What follows belongs to an exercise in optimizing a design on an open flow for small area and a short achievable clock period; a production flow would make more cautious choices. Only simulation tests tie the RTL to the original design; equivalence was not proved.

**design/flow/config.mk**
```make
export PLATFORM = sky130hd
export DESIGN_NAME = div_top
export DESIGN_NICKNAME = div_top
export VERILOG_FILES = /design/flow/design.v
export SDC_FILE = /design/flow/constraint.sdc
export NUM_CORES = 4
export LEC_CHECK = 0
export ABC_AREA = 1
export CAP_MARGIN = 20
export CORE_MARGIN = 2
export CORE_UTILIZATION = 50
export CTS_CLUSTER_DIAMETER = 50
export CTS_CLUSTER_SIZE = 15
export SLEW_MARGIN = 20
export SYNTH_HIERARCHICAL = 1
```
**design/flow/constraint.sdc**
```tcl
create_clock -name core_clock -period 110.0 [get_ports {clk}]
set_input_delay 22.0000 -clock core_clock [delete_from_list [all_inputs] [get_ports {clk}]]
set_output_delay 22.0000 -clock core_clock [all_outputs]
set_load 0.01 [all_outputs]
```
**design/flow/design.v**
```verilog
module div_top
(
    input             clk,
    input      [31:0] x,
    input      [31:0] y,
    output reg [31:0] q,
    output reg [31:0] r
);
reg  [31:0] x_r;
reg  [31:0] y_r;
wire [31:0] q_w;
wire [31:0] r_w;
nrda_div #(.WIDTH(32)) u_div (
    .x(x_r),
    .y(y_r),
    .r(r_w),
    .q(q_w)
);
always @(posedge clk) begin
    x_r <= x;
    y_r <= y;
    q   <= q_w;
    r   <= r_w;
end
endmodule

module nrda_div
#(
    parameter WIDTH=32
)
(
    input [WIDTH-1:0] x,
    input [WIDTH-1:0] y,
    output [WIDTH-1:0] r,
    output [WIDTH-1:0] q
);
localparam W  = WIDTH;
localparam NS = WIDTH/2;      
localparam RW = WIDTH+1;      
localparam AW = WIDTH+3;      
localparam SW = clog2(WIDTH);
function integer clog2;
    input integer v;
    integer u;
    begin
        clog2 = 0;
        for (u = v - 1; u > 0; u = u >> 1)
            clog2 = clog2 + 1;
    end
endfunction
function [3:0] sel;           
    input [6:0] e;
    input [2:0] di;
    integer m2, m1, m0, mm1, es;
    begin
        case (di)
        3'd0: begin m2 = 12; m1 = 4; m0 = -4;  mm1 = -13; end
        3'd1: begin m2 = 14; m1 = 4; m0 = -6;  mm1 = -15; end
        3'd2: begin m2 = 15; m1 = 4; m0 = -6;  mm1 = -16; end
        3'd3: begin m2 = 16; m1 = 4; m0 = -6;  mm1 = -18; end
        3'd4: begin m2 = 18; m1 = 6; m0 = -8;  mm1 = -20; end
        3'd5: begin m2 = 20; m1 = 6; m0 = -8;  mm1 = -20; end
        3'd6: begin m2 = 20; m1 = 8; m0 = -8;  mm1 = -22; end
        default: begin m2 = 24; m1 = 8; m0 = -8;  mm1 = -24; end
        endcase
        es = e[6] ? {25'h1ffffff, e} : {25'h0, e};
        if (es >= m2)       sel = 4'b1000;
        else if (es >= m1)  sel = 4'b0100;
        else if (es >= m0)  sel = 4'b0000;
        else if (es >= mm1) sel = 4'b0010;
        else                sel = 4'b0001;
    end
endfunction
wire xs = x[W-1];
wire ys = y[W-1];
wire yz = ~|y;
reg  [W-1:0]   yv_ [0:SW];
reg  [2*W-1:0] xv [0:SW];
reg  [SW-1:0]  s;
integer k;
always @(*) begin
    yv_[0] = y;
    xv[0] = {{W{xs}}, x};
    for (k = 0; k < SW; k = k + 1) begin
        s[SW-1-k] = ~|((yv_[k] ^ {W{ys}}) >> (W - (1 << (SW-1-k)))) & ~yz;
        yv_[k+1] = s[SW-1-k] ? yv_[k] << (1 << (SW-1-k)) : yv_[k];
        xv[k+1] = s[SW-1-k] ? xv[k] << (1 << (SW-1-k)) : xv[k];
    end
end
wire [RW-1:0]  yv = {ys, yv_[SW]};        
wire [2*W-1:0] xn = xv[SW];               
wire [RW-1:0]  ya = ys ? ~yv : yv;        
wire [2:0] di = ya[W-1] ? ya[W-2:W-4] : 3'b000;
wire signed [2:0] w0t = xn[2*W-1:2*W-3];   
wire q0p = di[2] ? (w0t >= 3'sd3) : (w0t >= 3'sd2);
wire q0n = di[2] ? (w0t == -3'sd4) : (w0t <= -3'sd3);
wire q0i = ys ? q0n : q0p;                
wire [AW-1:0] D1 = {{(AW-RW){yv[RW-1]}}, yv};
wire [AW-1:0] D2 = {{(AW-RW-1){yv[RW-1]}}, yv, 1'b0};
reg [RW-1:0] S [0:NS];
reg [RW-1:0] C [0:NS];
reg [NS-1:0] dp1, dp2, dn1, dn2;
reg [AW-1:0] A, B, M;
reg [6:0] est;
reg [3:0] qd;
reg inv, one, two;
integer j;
always @(*) begin
    S[0] = {xn[2*W-1], xn[2*W-1:W]};
    C[0] = (q0p | q0n) ? (q0i ? ~yv : yv) : {RW{1'b0}};
    for (j = 1; j <= NS; j = j + 1) begin
        A = {S[j-1], xn[W-2*j+1 -: 2]};
        B = {C[j-1], (j == 1) ? {q0i, q0i} : 2'b00};
        est = A[AW-1:AW-7] + B[AW-1:AW-7];
        qd = sel(est, di);
        inv = ys ? (qd[1] | qd[0]) : (qd[3] | qd[2]);
        one = qd[2] | qd[1];
        two = qd[3] | qd[0];
        dp2[NS-j] = two & inv;  dp1[NS-j] = one & inv;
        dn2[NS-j] = two & ~inv; dn1[NS-j] = one & ~inv;
        M = ({AW{two}} & D2 | {AW{one}} & D1) ^ {AW{inv}};
        S[j] = A ^ B ^ M;
        C[j] = {((A & B) | (A & M) | (B & M)), (inv | ((j == 1) & q0i))};
    end
end
nrda_div_tail #(.W(W), .NS(NS), .RW(RW), .SW(SW)) u_tail (
    .xs(xs), .ys(ys), .yz(yz), .S(S[NS]), .C(C[NS]), .y(y), .s(s),
    .dp1(dp1), .dp2(dp2), .dn1(dn1), .dn2(dn2), .r(r), .q(q));
endmodule
module nrda_div_tail #(parameter W=32, NS=16, RW=33, SW=5) (
    input xs,
    input ys,
    input yz,
    input [RW-1:0] S,
    input [RW-1:0] C,
    input [W-1:0] y,
    input [SW-1:0] s,
    input [NS-1:0] dp1, dp2, dn1, dn2,
    output [W-1:0] r,
    output [W-1:0] q
);
wire [RW-1:0] rf = S + C;
wire rneg = rf[RW-1];
wire rz = ~|rf;
wire corr = xs ? ~(rneg | rz) : rneg;
wire sub = xs ^ ys;                       
wire [RW-1:0] rs = (rf >> s) | (rneg ? ~({RW{1'b1}} >> s) : {RW{1'b0}});
wire [W-1:0] ry = corr ? (sub ? ~y : y) : {W{1'b0}};
wire [W-1:0] rr = rs[W-1:0] + ry + (corr & sub);
wire [2:0] e0 = {dp2[0], dp1[0]} - {dn2[0], dn1[0]} +
                (corr ? (sub ? 3'd1 : 3'd7) : 3'd0);
reg [W-1:0] P, N;
integer t;
always @(*) begin
    for (t = 1; t < NS; t = t + 1) begin
        P[2*t+1] = dp2[t]; P[2*t] = dp1[t];
        N[2*t+1] = dn2[t]; N[2*t] = dn1[t];
    end
    P[1:0] = e0[2] ? 2'b00 : e0[1:0];
    N[1:0] = e0[2] ? -e0[1:0] : 2'b00;
    if (yz) begin
        P = {{(W-1){1'b0}}, xs};
        N = {{(W-1){1'b0}}, ~xs};
    end
end
assign r = rr;
assign q = P - N;
endmodule
```
**design/flow/flow/run.sh**
```bash
#!/bin/bash
set -euo pipefail
bash standard.sh SETUP_SLACK_MARGIN=49 SKIP_GATE_CLONING=1 SKIP_PIN_SWAP=1 finish > standard_flow.log 2>&1
```
**design/flow/standard.sh**
```bash
#!/bin/bash
# synth_recipe.tcl (not shown) runs the flow's synth.tcl, then flattens the netlist and writes it again
# the make line also repeats each setting of config.mk as NAME=value (left out here)
make -C /OpenROAD-flow-scripts/flow DESIGN_CONFIG=/design/flow/config.mk WORK_HOME=/design/flow/orfs CLKGATE_MAP_FILE= SYNTH_SCRIPT=/design/flow/synth_recipe.tcl "${@:-finish}"
```
==> flow_metrics.py, run 1 <==
metrics = {
    "sta": {
        "fmaxAchievable_mhz": 17.0,
        "setup_violations": 0,
        "post-route-period-util_pct": 53.5,
        "slew_headroom_pct": -0.965,
        "grt_setup_unrepaired": "no",
        "finalCriticalPeriod_ps": 58800,
        "hold_ws_ps": 867,
        "setup_tns_ps": 0,
        "hold_viol": 0,
        "postLayoutSetupSlackWorst_ps": 51200,
        "drv_slew": 16,
        "worst_pin_slew_ps": 1510,
        "finClkSkew_ps": 33.1,
    },
    "detailed_routing": {
        "via_count": 50659,
        "wl_met1_um": 79400,
        "wl_um": 203000,
        "via_per_inst": 5.86,
        "wl_met3_um": 19600,
        "drtIter0Drc": 5636,
        "wl_per_cell_um": 23.5,
        "dr.pass1.iters": 7,
        "ant_nets": 0,
        "drc_errors": 0,
        "wl_met2_um": 87200,
        "top_layer_used": "met5",
    },
    "synthesis": {
        "synth_area_leaders": "fa_1 (21%), ha_1 (12%), nand2_1 (11%)",
        "synth-async-reset-ratio_pct": 0,
        "synth_edf_count": 0,
        "syn_inst": 7002,
        "synth.distinct_cells": 65,
        "yosysWarnings": 17,
        "syn_avg_cell_area_um2": 6.96,
        "syn-cell-area_um2": 48700,
        "synth_top_cell_area_share_pct": 20.6,
        "synthFlopType": "dfxtp_1",
        "synth-seq-cells": 128,
        "yosysTopAreaCell": "fa_1",
        "yosysSeqAreaShare_pct": 5.26,
    },
    "global_route": {
        "grt-ovfl-total": 0,
        "grtUsageTotal_pct": 38.9,
        "grt_pass1_wl_um": 292000,
        "grt_start_max_net_pins": 86,
        "first_global_vias": 47221,
        "antenna_found_initial": 4,
    },
    "setup_path": {
        "crit_path_max_incr_delay_ps": 660,
        "end_kind": "flip-flop",
        "worstPathMaxFanout": 15,
        "path_class": "flip-flop to flip-flop",
        "cp_common_cell": "nand2_1",
        "cp.required_ps": 110370,
        "slowest_stage": "fa_2",
        "cp-start-kind": "flip-flop",
        "crit_arrival_ps": 59170,
    },
    "layout": {
        "drive_gt1_share_pct": 19.1,
        "final_area_um2": 58900,
        "area_growth_pct": 20.9,
        "fillers": 8951,
        "final_nets": 8377,
    },
    "floorplanning": {
        "io_pins": 129,
        "dieArea_um2": 100000,
        "start_util_pct": 50.4,
        "placementRows": 114,
        "die_h_um": 316,
        "core_area_um2": 96700,
        "dieWidth_um": 316,
    },
    "outcome": {
        "status": "failed layout checks",
        "so_faults": "capacitance limit, slew limit",
    },
    "placement": {
        "hpwlAfterDp_um": 147000,
        "place_ws_ps": 34350,
        "placed_area_um2": 50800,
        "io_buffers": 128,
        "globalplace.congestion": 1.03,
    },
    "clocking": {
        "clock_latency_ps": 500,
        "clock-sinks": 128,
        "clockBufferDepth": 2,
        "htree_num_levels": 4,
        "cts-root-buf": "clkbuf_16",
        "cts_tree": "yes",
        "numCtsBuffers": 17,
        "clkTransAtPathRegs_ps": 70,
    },
    "job": {
        "max_cap_violations": 1,
    },
    "min_path": {
        "hp-class": "flip-flop to flip-flop",
    },
}
-- Yosys cell counts (all sizes together), types with 7 or more instances --
library cell and n:
nand2 1530, inv 1147, xor2 579, fa 502, o21ai 474, ha 455, o22ai 450, nor2 343
nand3 331, clkbuf 299, a21oi 212, dfxtp 128, nand4 91, buf 71, o211ai 63, a21boi 59
xnor2 57, nor3 35, o21a 34, and2 25, o2111ai 17, a31oi 16, or2 15, o21bai 14
a21o 10, mux2i 10, nand3b 7, nor4 7
-- sequential cells by signal, summed over array words and instances, names as in the netlist --
name,cells
r,32
y_r,32
x_r,32
q,32
-- final timing paths --
kind / start / endpoint / slack (ps) / cells past startpoint
max: y_r[13] / q[15] / 51200 / 344
min: y_r[20] / r[20] / 870 / 3
max reg2reg: y_r[13] / q[15] / 51200 / 344
min reg2reg: y_r[20] / r[20] / 870 / 3
-- through the flow --
| stage | utilization (%) | instances |
|---|---|---|
| after floorplan | - | 7037 |
| after global placement | 52.5 | 8161 |
| final | 60.9 | 8646 |
| after CTS | 56.2 | 8386 |
| after detailed placement | 52.5 | 8161 |
| after global routing | 60.9 | 8643 |
-- metal layers --
layer	vias to the layer above	global-route usage, %
met5	-	0
met4	6	22.8
li1	23261	-
met1	24086	50.7
met3	683	7.40
met2	2623	60.3
-- critical path, delay by kind of cell, from the launching register on --
family / cells / cell delay (ps)
fa+ha+maj: 58 / 21500
simple gates: 116 / 13130
compound gates: 65 / 10070
buf+inv: 81 / 9090
xor+xnor: 24 / 4290
flops: 1 / 410
-- cell families after synthesis --
kind of cell	after synthesis	synth area share, %
flops	128	5.26
buf+inv	1523	12.5
simple gates	2385	21.7
xor+xnor	636	11.5
fa+ha+maj	957	32.3
other cells	2	0.0154
compound gates	1361	16.6
mux	10	0.205
-- final cells by class --
type	count	area [µm²]	share of cell area (%)
tap	1276	1600	2.71
multi-input combinational	5386	43100	73.2
antenna	3	7.51	0.0127
inverter	1153	4550	7.72
clock inverter	14	180	0.306
timing repair buffer	669	6470	11.0
sequential	128	2580	4.37
clock buffer	17	425	0.722
-- cell usage in the layout, fill, tap and decap left out, types with 84 or more instances in the layout --
cell | synthesis | routed
nand2_1 | 1385 | 1314
inv_1 | 1112 | 1018
xor2_1 | 575 | 511
fa_1 | 502 | 448
buf_4 | 12 | 407
o22ai_1 | 450 | 400
o21ai_0 | 442 | 397
ha_1 | 455 | 376
nor2_1 | 324 | 303
nand3_1 | 303 | 282
a21oi_1 | 199 | 165
nand2_2 | 109 | 164
clkdlybuf4s50_1 | 0 | 128
dfxtp_1 | 128 | 120
nand4_1 | 89 | 89
inv_2 | 30 | 84
-- timing repair --
item / 4_1_cts / 5_1_grt
endpoints found under the setup margin: 64 / 64
hold buffers: 0 / 0
cloned: 0 / 0
gates resized for setup: 264 / 596
setup buffers: 194 / 257
==> inputs of run 2 (changes only) <==
--- a/design/flow/design.v
+++ b/design/flow/design.v
@@ -95,32 +95,33 @@
 wire q0p = di[2] ? (w0t >= 3'sd3) : (w0t >= 3'sd2);
 wire q0n = di[2] ? (w0t == -3'sd4) : (w0t <= -3'sd3);
 wire q0i = ys ? q0n : q0p;                
-wire [AW-1:0] D1 = {{(AW-RW){yv[RW-1]}}, yv};
-wire [AW-1:0] D2 = {{(AW-RW-1){yv[RW-1]}}, yv, 1'b0};
+wire [AW-1:0] D1 = {{(AW-RW){1'b0}}, ya};
+wire [AW-1:0] D2 = {{(AW-RW-1){1'b0}}, ya, ys};
 reg [RW-1:0] S [0:NS];
 reg [RW-1:0] C [0:NS];
 reg [NS-1:0] dp1, dp2, dn1, dn2;
 reg [AW-1:0] A, B, M;
 reg [6:0] est;
 reg [3:0] qd;
-reg inv, one, two;
+reg inv, one, two, cin;
 integer j;
 always @(*) begin
     S[0] = {xn[2*W-1], xn[2*W-1:W]};
-    C[0] = (q0p | q0n) ? (q0i ? ~yv : yv) : {RW{1'b0}};
+    C[0] = q0p ? ~ya : (q0n ? ya : {RW{1'b0}});
     for (j = 1; j <= NS; j = j + 1) begin
         A = {S[j-1], xn[W-2*j+1 -: 2]};
         B = {C[j-1], (j == 1) ? {q0i, q0i} : 2'b00};
         est = A[AW-1:AW-7] + B[AW-1:AW-7];
         qd = sel(est, di);
-        inv = ys ? (qd[1] | qd[0]) : (qd[3] | qd[2]);
+        inv = qd[3] | qd[2];              
         one = qd[2] | qd[1];
         two = qd[3] | qd[0];
-        dp2[NS-j] = two & inv;  dp1[NS-j] = one & inv;
-        dn2[NS-j] = two & ~inv; dn1[NS-j] = one & ~inv;
+        cin = (one | two) & (inv ^ ys);   
+        dp2[NS-j] = two & cin;  dp1[NS-j] = one & cin;
+        dn2[NS-j] = two & ~cin; dn1[NS-j] = one & ~cin;
         M = ({AW{two}} & D2 | {AW{one}} & D1) ^ {AW{inv}};
         S[j] = A ^ B ^ M;
-        C[j] = {((A & B) | (A & M) | (B & M)), (inv | ((j == 1) & q0i))};
+        C[j] = {((A & B) | (A & M) | (B & M)), (cin | ((j == 1) & q0i))};
     end
 end
 nrda_div_tail #(.W(W), .NS(NS), .RW(RW), .SW(SW)) u_tail (
==> design/flow/flow/run.sh (replaced) <==
#!/bin/bash
set -euo pipefail
bash standard.sh SETUP_SLACK_MARGIN=46 SKIP_GATE_CLONING=1 SKIP_PIN_SWAP=1 finish > standard_flow.log 2>&1
==> run 2 against run 1 <==
  * Now clean on timing, DRC and antenna
  * Die area shrank 0.42%
  * Synthesized cell count shrank 0.13%
  * Non-clock buffer count shrank 271
  * Final area shrank 6.7%
  * Area after synthesis shrank 0.43%
  * Fmax shrank 2.9%
  * Flip-flop and latch count is the same
  * Critical path type unchanged
  * Largest cell class unchanged
==> flow_metrics.py, run 2 <==
metrics = {
    "global_route": {
        "grt-ovfl-total": 0,
        "grt_start_max_net_pins": 73,
        "first_global_vias": 44941,
        "antenna_found_initial": 3,
        "grt_pass1_wl_um": 261000,
        "grtUsageTotal_pct": 33.5,
    },
    "setup_path": {
        "r2r_start": "y_r[31]",
        "reg2reg_depth": 362,
        "worst-r2r-setup-slack_ps": 49470,
        "crit_path_max_incr_delay_ps": 620,
        "crit_arrival_ps": 60890,
        "cp-start-kind": "flip-flop",
        "slowest_stage": "fa_1",
        "path_class": "flip-flop to flip-flop",
        "cp_common_cell": "nand2_1",
        "end_kind": "flip-flop",
        "worstPathMaxFanout": 35,
        "cp.required_ps": 110370,
        "startpoint": "y_r[31]",
    },
    "detailed_routing": {
        "via_count": 47778,
        "ant_nets": 0,
        "drc_errors": 0,
        "drtIter0Drc": 4288,
        "wl_per_cell_um": 21.1,
        "via_per_inst": 5.72,
        "dr.pass1.iters": 7,
        "wl_um": 176000,
    },
    "floorplanning": {
        "dieWidth_um": 316,
        "dieArea_um2": 99600,
        "start_util_pct": 50.3,
        "placementRows": 114,
        "core_area_um2": 96400,
        "io_pins": 129,
        "die_h_um": 316,
    },
    "sta": {
        "drv_slew": 0,
        "setup_tns_ps": 0,
        "slew_headroom_pct": 26.7,
        "setup_violations": 0,
        "hold_viol": 0,
        "grt_setup_unrepaired": "no",
        "worst_pin_slew_ps": 1090,
        "fmaxAchievable_mhz": 16.5,
        "finClkSkew_ps": 14.0,
        "post-route-period-util_pct": 55.0,
        "finalCriticalPeriod_ps": 60530,
    },
    "synthesis": {
        "yosysMostFrequentCell": "nand2_1",
        "synthFlopType": "dfxtp_1",
        "yosysTopAreaCell": "fa_1",
        "yosysSeqAreaShare_pct": 5.28,
        "synth-async-reset-ratio_pct": 0,
        "synth.distinct_cells": 66,
        "synth_top_cell_area_share_pct": 20.7,
        "syn_avg_cell_area_um2": 6.94,
        "synth_edf_count": 0,
        "synth_common_cells": "nand2_1 (1441), inv_1 (1028), xor2_1 (605)",
        "yosysWarnings": 17,
        "synth_area_leaders": "fa_1 (21%), ha_1 (12%), nand2_1 (11%)",
        "syn-cell-area_um2": 48500,
        "synth-seq-cells": 128,
        "syn_inst": 6993,
    },
    "outcome": {
        "status": "finished clean",
    },
    "clocking": {
        "clockBufferDepth": 2,
        "clock_latency_ps": 450,
        "numCtsBuffers": 17,
        "cts_tree": "yes",
        "clock-sinks": 128,
        "htree_num_levels": 4,
        "clkTransAtPathRegs_ps": 70,
        "cts-root-buf": "clkbuf_16",
    },
    "layout": {
        "final_common_cell": "nand2_1",
        "drive_gt1_share_pct": 11.1,
        "area_growth_pct": 13.3,
        "final_nets": 8089,
        "layout.cells.most_common_list": "nand2_1 (1409), inv_1 (1004), xor2_1 (559)",
        "final_cells": 8357,
        "fillers": 9429,
    },
    "min_path": {
        "worstHoldPathCells": 3,
        "hp-class": "flip-flop to flip-flop",
        "min_from": "y_r[1]",
    },
    "placement": {
        "hpwlAfterDp_um": 136000,
        "place_inst": 8148,
        "globalplace.congestion": 0.952,
        "io_buffers": 128,
    },
    "job": {
        "max_cap_violations": 0,
    },
}
run 2: kinds of logic after synthesis:
| kind of cell | count (synthesis) | synth area share, % |
|---|---|---|
| flops | 128 | 5.28 |
| fa+ha+maj | 957 | 32.4 |
| other cells | 2 | 0.0155 |
| compound gates | 1414 | 17.3 |
| buf+inv | 1461 | 12.0 |
| simple gates | 2373 | 21.0 |
| xor+xnor | 645 | 11.7 |
| mux | 13 | 0.268 |
run 2: what timing repair did:
action,4_1_cts,5_1_grt
buffers inserted,38,138
hold buffers,0,0
endpoints found under the setup margin,64,64
resized for setup,131,308
run 2: final timing paths:
kind / to
setup / recovery: q[29]
hold / removal: r[1]
setup reg to reg: q[29]
hold reg to reg: r[1]
run 2: per-stage QoR:
stage	util, %	instance area (µm²)	setup slack (ps)	hold slack (ps)
after floorplan	-	48700	48830	635
after global placement	52.7	50900	36650	862
after detailed placement	52.7	50900	35800	885
after CTS	54.3	52400	46020	917
after global routing	57.1	55000	45460	944
final	57.1	55000	49470	917
run 2: layer usage:
layer  track usage, %  up-vias  part of all wire [%]
met1             46.2    22846                    43
met2             54.7     1780                    46
met5                0        -                0.0085
met4             11.6        4                   4.2
li1                 -    22798                     -
met3             3.59      350                   6.6
run 2: critical path: cells and delay by family, from the launching register on:
kind | cells | cell delay [ps]
AO/OA/AOI/OAI | 71 | 10630
AND/OR/NAND/NOR | 143 | 14530
buffers and inverters | 64 | 8340
flip-flops | 1 | 420
adder cells (fa/ha/maj) | 57 | 20950
XOR/XNOR | 27 | 5270
run 2: layout make-up:
cell class	instances	area [µm²]	share of cell area (%)
Sequential cell	128	2570	4.67
Tap cell	1276	1600	2.90
Clock buffer	17	425	0.773
Multi-Input combinational cell	5439	41800	75.9
Clock inverter	15	189	0.343
Timing Repair Buffer	398	4150	7.54
Antenna cell	1	2.50	0.00455
Inverter	1083	4320	7.85
==> inputs of run 3 (changes only) <==
==> design/flow/flow/run.sh (replaced) <==
#!/bin/bash
set -euo pipefail
bash standard.sh SETUP_SLACK_MARGIN=47 SKIP_GATE_CLONING=1 SKIP_PIN_SWAP=1 finish > standard_flow.log 2>&1
==> run 3 against run 2 <==
  * Die area is the same
  * Global-route usage grew 0.22 points
  * Hold slack gained 3.1 ps
  * Final area grew 1.2%
  * Critical endpoint is now q[27]
  * Highest routed layer unchanged
==> flow_metrics.py, run 3 <==
metrics = {
    "synthesis": {
        "synthSimpleGateAreaFrac_pct": 21.0,
        "synth-seq-cells": 128,
        "yosysMostFrequentCell": "nand2_1",
        "synth_top_cell_area_share_pct": 20.7,
        "synth_edf_count": 0,
        "synth-async-reset-ratio_pct": 0,
        "yosysTopAreaCell": "fa_1",
        "synth_top_family_by_area": "adder cells",
        "yosysSeqAreaShare_pct": 5.28,
        "syn_avg_cell_area_um2": 6.94,
        "synth_common_cells": "nand2_1 (1441), inv_1 (1028), xor2_1 (605)",
        "yosysWarnings": 17,
        "synthAdderAreaFrac_pct": 32.4,
        "synthFlopType": "dfxtp_1",
        "synth_xor_area_share_pct": 11.7,
        "synthMuxAreaShare_pct": 0.268,
        "syn-cell-area_um2": 48500,
        "syn_inst": 6993,
        "synth_compound_area_share_pct": 17.3,
        "synth.distinct_cells": 66,
        "synth_area_leaders": "fa_1 (21%), ha_1 (12%), nand2_1 (11%)",
    },
    "setup_path": {
        "cp-start-kind": "flip-flop",
        "slowest_stage": "fa_2",
        "r2r_start": "y_r[31]",
        "crit_path_max_incr_delay_ps": 610,
        "worstPathMaxFanout": 35,
        "crit_arrival_ps": 60170,
        "cp_common_cell": "nand2_1",
        "startpoint": "y_r[31]",
        "end_kind": "flip-flop",
        "cp.required_ps": 110320,
        "path_class": "flip-flop to flip-flop",
    },
    "clocking": {
        "clockBufferDepth": 2,
        "cts_tree": "yes",
        "clock_latency_ps": 450,
        "ctsHoldBuffers": 0,
        "numCtsBuffers": 17,
        "clkTransAtPathRegs_ps": 60,
        "htree_num_levels": 4,
        "cts-root-buf": "clkbuf_16",
        "clock-sinks": 128,
    },
    "sta": {
        "post-route-period-util_pct": 54.4,
        "fmaxAchievable_mhz": 16.7,
        "postLayoutSetupSlackWorst_ps": 50150,
        "slew_headroom_pct": 30.1,
        "hold_ws_ps": 920,
        "finClkSkew_ps": 14.2,
        "worst_pin_slew_ps": 1050,
        "hold_viol": 0,
        "drv_slew": 0,
        "grt_setup_unrepaired": "no",
        "setup_tns_ps": 0,
        "finalCriticalPeriod_ps": 59850,
        "setup_violations": 0,
    },
    "floorplanning": {
        "io_pins": 129,
        "die_h_um": 316,
        "core_area_um2": 96400,
        "start_util_pct": 50.3,
        "dieArea_um2": 99600,
        "placementRows": 114,
        "dieWidth_um": 316,
    },
    "detailed_routing": {
        "wl_um": 178000,
        "dr.pass1.iters": 6,
        "wl_per_cell_um": 21.2,
        "ant_nets": 0,
        "via_count": 48214,
        "drc_errors": 0,
        "drtIter0Drc": 4479,
        "via_per_inst": 5.74,
    },
    "global_route": {
        "antenna_found_initial": 4,
        "grt_start_max_net_pins": 73,
        "grt-ovfl-total": 0,
        "grtUsageTotal_pct": 33.8,
        "grt_pass1_wl_um": 263000,
        "first_global_vias": 45096,
    },
    "min_path": {
        "min_from": "y_r[7]",
        "hp-class": "flip-flop to flip-flop",
    },
    "outcome": {
        "status": "finished clean",
    },
    "placement": {
        "placed_area_um2": 50900,
        "globalplace.congestion": 0.952,
        "place_ws_ps": 35800,
        "io_buffers": 128,
        "place_inst": 8148,
        "hpwlAfterDp_um": 136000,
    },
    "layout": {
        "utilization_pct": 57.7,
        "regArea_um2": 2570,
        "layout.cells.most_common_list": "nand2_1 (1399), inv_1 (996), xor2_1 (556)",
        "final_nets": 8138,
        "fillers": 9337,
        "drive_gt1_share_pct": 12.5,
        "area_growth_pct": 14.7,
        "multi_input_area_um2": 42000,
        "final_common_cell": "nand2_1",
        "final_cells": 8406,
        "final_area_um2": 55700,
    },
    "job": {
        "max_cap_violations": 0,
    },
}
[run 3: repair_timing]
item,in CTS,in global routing
gates resized for setup,165,356
setup endpoints to repair,64,64
setup buffers,63,162
pin swaps,0,0
[run 3: kinds of logic after synthesis]
family                   Yosys count
other                              2
flip-flops                       128
multiplexers                      13
XOR/XNOR                         645
AO/OA/AOI/OAI                   1414
adder cells (fa/ha/maj)          957
AND/OR/NAND/NOR                 2373
buffers and inverters           1461
[run 3: cell type report]
class / count / area share (%)
multi-input cells: 5439 / 75.5
repair buffers: 447 / 8.25
inverters: 1083 / 7.64
flip-flops and latches: 128 / 4.61
well taps: 1276 / 2.87
clock buffers: 17 / 0.764
clock inverters: 15 / 0.339
diodes: 1 / 0.00450
[run 3: worst max-delay path, delay by kind of cell (launching register included)]
kind	cells	cell delay, ps
AO/OA/AOI/OAI	70	9910
XOR/XNOR	29	5730
adder cells (fa/ha/maj)	55	20000
buffers and inverters	65	8070
flip-flops	1	370
AND/OR/NAND/NOR	141	15350
[run 3: path summary, 6_finish.rpt]
kind / to / slack [ps] / cells past startpoint
worst max-delay path: q[27] / 50150 / 360
worst min register to register: r[7] / 920 / 3
worst max register to register: q[27] / 50150 / 360
worst min-delay path: r[7] / 920 / 3
[run 3: routing by layer]
metal	share of wire, %	GRT usage [%]	up-vias
met2	46	55.2	1860
met4	4.2	11.6	4
met3	7.0	3.57	359
met5	0.015	0	-
li1	-	-	22905
met1	43	46.5	23086
==> inputs of run 4 (changes only) <==
==> design/flow/flow/run.sh (replaced) <==
#!/bin/bash
set -euo pipefail
bash standard.sh SETUP_SLACK_MARGIN=48 SKIP_GATE_CLONING=1 SKIP_PIN_SWAP=1 finish > standard_flow.log 2>&1
==> run 4 against run 3 <==
  * Hold slack worse by 14 ps
  * Largest cell class unchanged
  * Area after synthesis unchanged
  * Still clean on timing, DRC and antenna
==> flow_metrics.py, run 4 <==
metrics = {
    "outcome": {
        "status": "finished clean",
    },
    "synthesis": {
        "synth_common_cells": "nand2_1 (1441), inv_1 (1028), xor2_1 (605)",
        "syn_avg_cell_area_um2": 6.94,
        "yosysSeqAreaShare_pct": 5.28,
        "synthSimpleGateAreaFrac_pct": 21.0,
        "syn-cell-area_um2": 48500,
        "synthAdderAreaFrac_pct": 32.4,
        "syn_inst": 6993,
        "synth.distinct_cells": 66,
        "synth-seq-cells": 128,
        "synth_xor_area_share_pct": 11.7,
        "synth-async-reset-ratio_pct": 0,
        "yosysWarnings": 17,
        "yosysTopAreaCell": "fa_1",
        "synth_top_cell_area_share_pct": 20.7,
        "synthFlopType": "dfxtp_1",
        "synth_edf_count": 0,
        "synth_compound_area_share_pct": 17.3,
        "yosysMostFrequentCell": "nand2_1",
        "synth_top_family_by_area": "adder cells",
        "synthMuxAreaShare_pct": 0.268,
        "synth_area_leaders": "fa_1 (21%), ha_1 (12%), nand2_1 (11%)",
    },
    "floorplanning": {
        "dieArea_um2": 99600,
        "die_h_um": 316,
        "start_util_pct": 50.3,
        "placementRows": 114,
        "dieWidth_um": 316,
        "core_area_um2": 96400,
        "io_pins": 129,
    },
    "layout": {
        "final_common_cell": "nand2_1",
        "final_nets": 8135,
        "layout.cells.most_common_list": "nand2_1 (1392), inv_1 (988), xor2_1 (550)",
        "area_growth_pct": 15.7,
        "fillers": 9267,
        "drive_gt1_share_pct": 13.5,
        "final_cells": 8403,
        "final_area_um2": 56100,
    },
    "sta": {
        "post-route-period-util_pct": 53.7,
        "hold_ws_ps": 907,
        "finClkSkew_ps": 15.2,
        "hold_viol": 0,
        "grt_setup_unrepaired": "no",
        "fmaxAchievable_mhz": 16.9,
        "worst_pin_slew_ps": 1040,
        "drv_slew": 0,
        "setup_tns_ps": 0,
        "setup_violations": 0,
        "finalCriticalPeriod_ps": 59030,
        "slew_headroom_pct": 30.5,
    },
    "detailed_routing": {
        "dr.pass1.iters": 9,
        "ant_nets": 0,
        "drc_errors": 0,
        "via_count": 48326,
        "wl_per_cell_um": 21.3,
        "via_per_inst": 5.75,
        "drtIter0Drc": 4318,
        "wl_um": 179000,
    },
    "setup_path": {
        "cp_common_cell": "nand2_1",
        "startpoint": "y_r[30]",
        "crit_path_max_incr_delay_ps": 630,
        "cp-start-kind": "flip-flop",
        "slowest_stage": "fa_1",
        "path_class": "flip-flop to flip-flop",
        "crit_arrival_ps": 59350,
        "cp.required_ps": 110320,
        "worstPathMaxFanout": 35,
        "end_kind": "flip-flop",
        "r2r_start": "y_r[30]",
    },
    "clocking": {
        "numCtsBuffers": 17,
        "cts_tree": "yes",
        "clock-sinks": 128,
        "htree_num_levels": 4,
        "clkTransAtPathRegs_ps": 70,
        "clockBufferDepth": 2,
        "cts-root-buf": "clkbuf_16",
        "clock_latency_ps": 450,
    },
    "placement": {
        "io_buffers": 128,
        "placed_area_um2": 50900,
        "hpwlAfterDp_um": 136000,
        "globalplace.congestion": 0.952,
        "place_inst": 8148,
    },
    "global_route": {
        "grtUsageTotal_pct": 33.9,
        "grt_start_max_net_pins": 73,
        "grt_pass1_wl_um": 263000,
        "antenna_found_initial": 4,
        "first_global_vias": 45205,
        "grt-ovfl-total": 0,
    },
    "min_path": {
        "min_from": "y_r[0]",
        "hp-class": "flip-flop to flip-flop",
    },
    "job": {
        "max_cap_violations": 0,
    },
}
## run 4: cell count changes in the layout (fill, tap and decap cells not counted), sizes merged
| cell | previous run | this run |
|---|---|---|
| inv | 1057 | 1056 |
| clkinv | 23 | 24 |
| buf | 314 | 312 |
| clkbuf | 22 | 21 |
## run 4: path summary, 6_finish.rpt
path | endpoint | slack [ps] | cells past startpoint
hold reg to reg | r[0] | 910 | 2
setup reg to reg | q[27] | 50970 | 364
hold / removal | r[0] | 910 | 2
setup / recovery | q[27] | 50970 | 364
## run 4: what timing repair did
action / in CTS / in global routing
setup endpoints to repair: 64 / 64
hold buffers: 0 / 0
setup buffers: 75 / 147
resized for setup: 198 / 419
pin swaps: 0 / 0
## run 4: cell type report
type	count	area [µm²]	area share, %
Multi-Input combinational cell	5439	42500	75.6
Timing Repair Buffer	444	4630	8.24
Inverter	1083	4260	7.58
Sequential cell	128	2580	4.59
Tap cell	1276	1600	2.84
Clock buffer	17	425	0.758
Clock inverter	15	189	0.337
Antenna cell	1	2.50	0.00446
## run 4: logic make-up after synthesis
group,Yosys count
other,2
XOR/XNOR,645
multiplexers,13
buffers and inverters,1461
AND/OR/NAND/NOR,2373
AO/OA/AOI/OAI,1414
flip-flops,128
adder cells (fa/ha/maj),957
## run 4: per-layer routing
layer	vias to the layer above	share of wire, %	track usage [%]
met5	-	0.010	0
met4	2	4.4	11.8
met3	368	6.9	3.57
met2	1942	46	55.3
met1	23106	43	46.7
li1	22908	-	-
## run 4: metrics by stage
stage                     utilization [%]  setup slack, ps
final                                58.2            50970
after global routing                 58.2            47350
after CTS                            55.1            48010
after detailed placement             52.7            35800
after global placement               52.7            36650
after floorplan                         -            48830
## run 4: critical path: cells and delay by family (launching register included)
family / cells / cell delay (ps)
XOR/XNOR: 27 / 5390
flip-flops: 1 / 380
adder cells (fa/ha/maj): 54 / 19620
AND/OR/NAND/NOR: 151 / 15730
buffers and inverters: 64 / 7640
AO/OA/AOI/OAI: 68 / 10030
==> inputs of run 5 (changes only) <==
==> design/flow/flow/run.sh (replaced) <==
#!/bin/bash
set -euo pipefail
bash standard.sh SETUP_SLACK_MARGIN=50 SKIP_GATE_CLONING=1 SKIP_PIN_SWAP=1 finish > standard_flow.log 2>&1
--- a/design/flow/config.mk
+++ b/design/flow/config.mk
@@ -6,10 +6,10 @@
 export NUM_CORES = 4
 export LEC_CHECK = 0
 export ABC_AREA = 1
-export CAP_MARGIN = 20
+export CAP_MARGIN = 35
 export CORE_MARGIN = 2
 export CORE_UTILIZATION = 50
 export CTS_CLUSTER_DIAMETER = 50
 export CTS_CLUSTER_SIZE = 15
-export SLEW_MARGIN = 20
+export SLEW_MARGIN = 35
 export SYNTH_HIERARCHICAL = 1
==> run 5 against run 4 <==
  * Still clean on timing, DRC and antenna
  * Die area is the same
  * Non-clock buffer count grew 73
  * Flip-flop and latch count is the same
  * Setup slack gained 1300 ps
  * Critical endpoint is now q[29]
  * Highest routed layer unchanged
==> flow_metrics.py, run 5 <==
metrics = {
    "sta": {
        "worst_pin_slew_ps": 904,
        "hold_viol": 0,
        "fmaxAchievable_mhz": 17.3,
        "slew_headroom_pct": 39.1,
        "setup_tns_ps": 0,
        "post-route-period-util_pct": 52.4,
        "postLayoutSetupSlackWorst_ps": 52310,
        "finClkSkew_ps": 23.8,
        "setup_violations": 0,
        "grt_setup_unrepaired": "no",
        "drv_slew": 0,
        "finalCriticalPeriod_ps": 57690,
    },
    "job": {
        "max_cap_violations": 0,
    },
    "global_route": {
        "grt_pass1_wl_um": 266000,
        "grt-ovfl-total": 0,
        "grt_start_max_net_pins": 77,
        "antenna_found_initial": 1,
        "first_global_vias": 45480,
        "grtUsageTotal_pct": 34.2,
    },
    "placement": {
        "place_inst": 8153,
        "hpwlAfterDp_um": 136000,
        "io_buffers": 128,
        "placed_area_um2": 51000,
        "place_ws_ps": 37830,
        "globalplace.congestion": 0.978,
    },
    "setup_path": {
        "worstPathMaxFanout": 28,
        "crit_arrival_ps": 58040,
        "worst-r2r-setup-slack_ps": 52310,
        "cp-start-kind": "flip-flop",
        "slowest_stage": "fa_2",
        "crit_path_max_incr_delay_ps": 570,
        "reg2reg_depth": 357,
        "cp.required_ps": 110350,
        "reg2reg_to": "q[29]",
        "cp_common_cell": "nand2_1",
        "r2r_start": "y_r[31]",
        "path_class": "flip-flop to flip-flop",
        "end_kind": "flip-flop",
    },
    "synthesis": {
        "yosysTopAreaCell": "fa_1",
        "synth-seq-cells": 128,
        "yosysSeqAreaShare_pct": 5.28,
        "synth_edf_count": 0,
        "syn_avg_cell_area_um2": 6.94,
        "synth_common_cells": "nand2_1 (1441), inv_1 (1028), xor2_1 (605)",
        "yosysWarnings": 17,
        "syn-cell-area_um2": 48500,
        "synth_top_cell_area_share_pct": 20.7,
        "synth-async-reset-ratio_pct": 0,
        "yosysMostFrequentCell": "nand2_1",
        "synthFlopType": "dfxtp_1",
        "syn_inst": 6993,
        "synth.distinct_cells": 66,
        "synth_area_leaders": "fa_1 (21%), ha_1 (12%), nand2_1 (11%)",
    },
    "layout": {
        "layout.cells.most_common_list": "nand2_1 (1363), inv_1 (972), xor2_1 (539)",
        "final_common_cell": "nand2_1",
        "antenna_cells": 0,
        "drive_gt1_share_pct": 16.8,
        "fillers": 9021,
        "final_cells": 8475,
        "final_area_um2": 57800,
        "area_growth_pct": 19.1,
        "final_nets": 8208,
    },
    "clocking": {
        "cts_tree": "yes",
        "ctsHoldBuffers": 0,
        "htree_num_levels": 4,
        "numCtsBuffers": 17,
        "clockBufferDepth": 2,
        "clkTransAtPathRegs_ps": 70,
        "clock-sinks": 128,
        "clock_latency_ps": 460,
        "cts-root-buf": "clkbuf_16",
    },
    "detailed_routing": {
        "wl_per_cell_um": 21.4,
        "drc_errors": 0,
        "dr.pass1.iters": 6,
        "via_per_inst": 5.77,
        "wl_um": 181000,
        "via_count": 48872,
        "drtIter0Drc": 4671,
        "ant_nets": 0,
    },
    "min_path": {
        "min_from": "y_r[0]",
        "holdPathEnd": "r[0]",
        "worstHoldPathCells": 2,
        "hp-class": "flip-flop to flip-flop",
    },
    "floorplanning": {
        "core_area_um2": 96400,
        "dieWidth_um": 316,
        "start_util_pct": 50.3,
        "dieArea_um2": 99600,
        "placementRows": 114,
        "io_pins": 129,
        "die_h_um": 316,
    },
    "outcome": {
        "status": "finished clean",
    },
}
## run 5: how the worst max path moves through the flow
stage	startpoint	to	slack (ps)	cells after the start
5_1_grt	y_r[31]	q[19]	49010	381
2_1_floorplan	y_r[31]	q[19]	50060	327
4_1_cts	y_r[31]	q[31]	50020	370
3_5_place_dp	y_r[31]	q[30]	37830	337
3_3_place_gp	y_r[31]	q[28]	35860	349
6_report	y_r[31]	q[29]	52310	357
## run 5: cell families after synthesis
kind of cell | count (synthesis) | synth area share, %
other | 2 | 0.0155
xor gates and xnor gates | 645 | 11.7
DFF | 128 | 5.28
and+or+nand+nor | 2373 | 21.0
adders and majority gates | 957 | 32.4
muxes | 13 | 0.268
buffers and inverters | 1461 | 12.0
AOI/OAI and AO/OA | 1414 | 17.3
## run 5: repair_timing
action / in CTS / in global routing
endpoints found under the setup margin: 64 / 64
resized for setup: 312 / 544
buffers inserted: 125 / 165
## run 5: metrics by stage
step / hold WS [ps] / util [%]
after floorplan: 635 / -
after global placement: 835 / 52.7
after detailed placement: 832 / 52.9
after CTS: 855 / 56.2
after global routing: 910 / 60.0
final: 847 / 60.0
## run 5: per-layer routing
layer  vias up  part of all wire [%]  GRT usage (%)
li1      23022                     -              -
met1     23517                    43           47.3
met2      1952                    47           56.7
met3       379                   6.5           3.10
met4         2                   3.9           10.6
met5         -                0.0044              0
## run 5: worst max-delay path, delay by kind of cell (launching register included)
family / cells / cell delay [ps]
DFF: 1 / 390
xor gates and xnor gates: 30 / 5900
adders and majority gates: 51 / 19160
and+or+nand+nor: 143 / 13870
buffers and inverters: 62 / 7090
AOI/OAI and AO/OA: 71 / 10950
## run 5: cell type report
class	instances	area [µm²]	area share [%]
Timing Repair Buffer	517	5280	9.13
Inverter	1083	4260	7.37
Multi-Input combinational cell	5439	43500	75.2
Tap cell	1276	1600	2.76
Sequential cell	128	2570	4.45
Clock buffer	17	425	0.736
Clock inverter	15	188	0.325
==> inputs of run 6 (changes only) <==
==> design/flow/flow/run.sh (replaced) <==
#!/bin/bash
set -euo pipefail
bash standard.sh SETUP_SLACK_MARGIN=53 SKIP_GATE_CLONING=1 SKIP_PIN_SWAP=1 finish > standard_flow.log 2>&1
==> run 6 against run 5 <==
  * Clock skew down 5.6 ps
  * Still clean
  * Fmax increased by 0.46%
  * Final area increased by 9.6%
  * Critical endpoint is now q[15]
  * Highest routed layer is now met4
  * First-iteration DRC count rose by 4.5%
  * Die area unchanged
  * Critical path type unchanged
  * Synthesized cell count unchanged
  * Via count up 5.0%
==> flow_metrics.py, run 6 <==
metrics = {
    "floorplanning": {
        "dieWidth_um": 316,
        "start_util_pct": 50.3,
        "core_area_um2": 96400,
        "placementRows": 114,
        "io_pins": 129,
        "die_h_um": 316,
        "dieArea_um2": 99600,
    },
    "sta": {
        "worst_pin_slew_ps": 942,
        "hold_viol": 0,
        "setup_tns_ps": 0,
        "slew_headroom_pct": 36.5,
        "grt_setup_unrepaired": "yes",
        "post-route-period-util_pct": 52.2,
        "finClkSkew_ps": 18.2,
        "finalCriticalPeriod_ps": 57430,
        "setup_violations": 0,
        "fmaxAchievable_mhz": 17.4,
        "drv_slew": 0,
    },
    "synthesis": {
        "synth-async-reset-ratio_pct": 0,
        "yosysWarnings": 17,
        "yosysTopAreaCell": "fa_1",
        "syn_inst": 6993,
        "syn_avg_cell_area_um2": 6.94,
        "yosysMostFrequentCell": "nand2_1",
        "synth.distinct_cells": 66,
        "synth_common_cells": "nand2_1 (1441), inv_1 (1028), xor2_1 (605)",
        "yosysSeqAreaShare_pct": 5.28,
        "synth_edf_count": 0,
        "synth-seq-cells": 128,
        "synth_area_leaders": "fa_1 (21%), ha_1 (12%), nand2_1 (11%)",
        "synthFlopType": "dfxtp_1",
        "syn-cell-area_um2": 48500,
        "synth_top_cell_area_share_pct": 20.7,
    },
    "layout": {
        "area_growth_pct": 30.5,
        "fillers": 8154,
        "antenna_cells": 0,
        "final_cells": 8777,
        "final_nets": 8510,
        "layout.cells.most_common_list": "nand2_1 (1246), inv_1 (941), xor2_1 (522)",
        "utilization_pct": 65.7,
        "drive_gt1_share_pct": 25.8,
        "final_common_cell": "nand2_1",
    },
    "detailed_routing": {
        "ant_nets": 0,
        "via_count": 51334,
        "top_layer_used": "met4",
        "wl_met1_um": 78600,
        "drtIter0Drc": 4883,
        "drc_errors": 0,
        "wl_met2_um": 89400,
        "wl_met3_um": 14900,
        "dr.pass1.iters": 6,
        "wl_um": 194000,
        "via_per_inst": 5.85,
        "wl_per_cell_um": 22.0,
    },
    "setup_path": {
        "cp_top_family": "adder cells",
        "crit_arrival_ps": 57760,
        "path_class": "flip-flop to flip-flop",
        "worstPathMaxFanout": 31,
        "cp-start-kind": "flip-flop",
        "slowest_stage": "fa_2",
        "end_kind": "flip-flop",
        "cp.buffers_inverters": 90,
        "crit_path_max_incr_delay_ps": 710,
        "cp.required_ps": 110330,
        "cp_common_cell": "buf_4",
    },
    "clocking": {
        "clock_latency_ps": 450,
        "htree_num_levels": 4,
        "clkTransAtPathRegs_ps": 70,
        "clockBufferDepth": 2,
        "ctsHoldBuffers": 0,
        "clock-sinks": 128,
        "cts-root-buf": "clkbuf_16",
        "numCtsBuffers": 17,
        "cts_tree": "yes",
    },
    "global_route": {
        "grtUsageTotal_pct": 35.5,
        "first_global_vias": 47314,
        "antenna_found_initial": 2,
        "grt_start_max_net_pins": 72,
        "grt-ovfl-total": 0,
        "grt_pass1_wl_um": 276000,
    },
    "min_path": {
        "hp-class": "flip-flop to flip-flop",
    },
    "placement": {
        "globalplace.congestion": 0.959,
        "hpwlAfterDp_um": 135000,
        "place_inst": 8150,
        "io_buffers": 128,
    },
    "outcome": {
        "status": "finished clean",
    },
    "job": {
        "max_cap_violations": 0,
    },
}
## run 6: kinds of logic (layout without fill, tap and decap cells)
family | after synthesis | in the layout | synth area share, %
and+or+nand+nor | 2373 | 2373 | 21.0
DFF | 128 | 128 | 5.28
buffers and inverters | 1461 | 1934 | 12.0
adders and majority gates | 957 | 957 | 32.4
muxes | 13 | 13 | 0.268
xor gates and xnor gates | 645 | 645 | 11.7
AOI/OAI and AO/OA | 1414 | 1414 | 17.3
other | 2 | 37 | 0.0155
## run 6: per-layer routing
metal  vias to the layer above  GRT usage (%)
met5                         -              0
met4                         0           14.3
met3                       590           4.37
met2                      2395           57.7
met1                     24730           48.0
li1                      23619              -
## run 6: worst min-delay path, delay by kind of cell, from the launching register on
kind                       cells  cell delay (ps)
AOI/OAI and AO/OA              1              170
adders and majority gates      1              240
DFF                            1              360
## run 6: final timing paths
path	slack (ps)	cells past startpoint	to	start
max reg2reg	52570	348	q[15]	y_r[31]
min reg2reg	800	2	r[0]	y_r[0]
min	800	2	r[0]	y_r[0]
max	52570	348	q[15]	y_r[31]
## run 6: final cells by class
type / count / area [µm²] / share of cell area [%]
Timing Repair Buffer: 819 / 7970 / 12.6
Multi-Input combinational cell: 5439 / 46300 / 73.1
Tap cell: 1276 / 1600 / 2.52
Clock inverter: 12 / 126 / 0.199
Clock buffer: 20 / 447 / 0.705
Inverter: 1083 / 4320 / 6.81
Sequential cell: 128 / 2580 / 4.07
## run 6: repair_timing
item                                    in CTS  in global routing
gates cloned                                 0                  0
gates resized for setup                    589                925
buffers inserted                           275                320
endpoints found under the setup margin      64                 64
## run 6: metrics by stage
| stage | cell area [µm²] | setup WS [ps] | hold slack (ps) |
|---|---|---|---|
| finish | 63400 | 52570 | 800 |
| global route | 63400 | 50280 | 830 |
| global placement | 50900 | 35930 | 830 |
| CTS | 56800 | 53010 | 842 |
| floorplan | 48800 | 53000 | 635 |
| detailed placement | 51000 | 37180 | 821 |

-- what the ideal ports hide --
The results above use ideal ports. As a check the final layouts listed here were re-extracted and re-timed, cells and wires unchanged. Step 1 (the two cells are an assumption about what drives the block):
set clk [get_ports {clk}]
set_driving_cell -lib_cell sky130_fd_sc_hd__clkbuf_16 $clk
set_driving_cell -lib_cell sky130_fd_sc_hd__buf_2 [delete_from_list [all_inputs] $clk]
Step 2 times the ports against the registers' clock, not the clock port: input delays grow and output delays shrink by t, the midpoint of the rising clock arrivals with the driver on. Three values: ideal, step 1, step 2; two values: the first two.
| run | t (ns) | setup slack, ns | worst slew at a driven data input, ns |
|---|---|---|---|
| run 1 | 0.554 | 51.201 / 51.201 / 51.201 | 0.04 |
| run 2 | 0.496 | 49.474 / 49.474 / 49.474 | 0.05 |
| run 3 | 0.496 | 50.151 / 50.151 / 50.151 | 0.05 |
| run 4 | 0.496 | 50.973 / 50.973 / 50.973 | 0.05 |
| run 5 | 0.509 | 52.311 / 52.311 / 52.311 | 0.07 |
| run 6 | 0.500 | 52.573 / 52.573 / 52.573 | 0.06 |
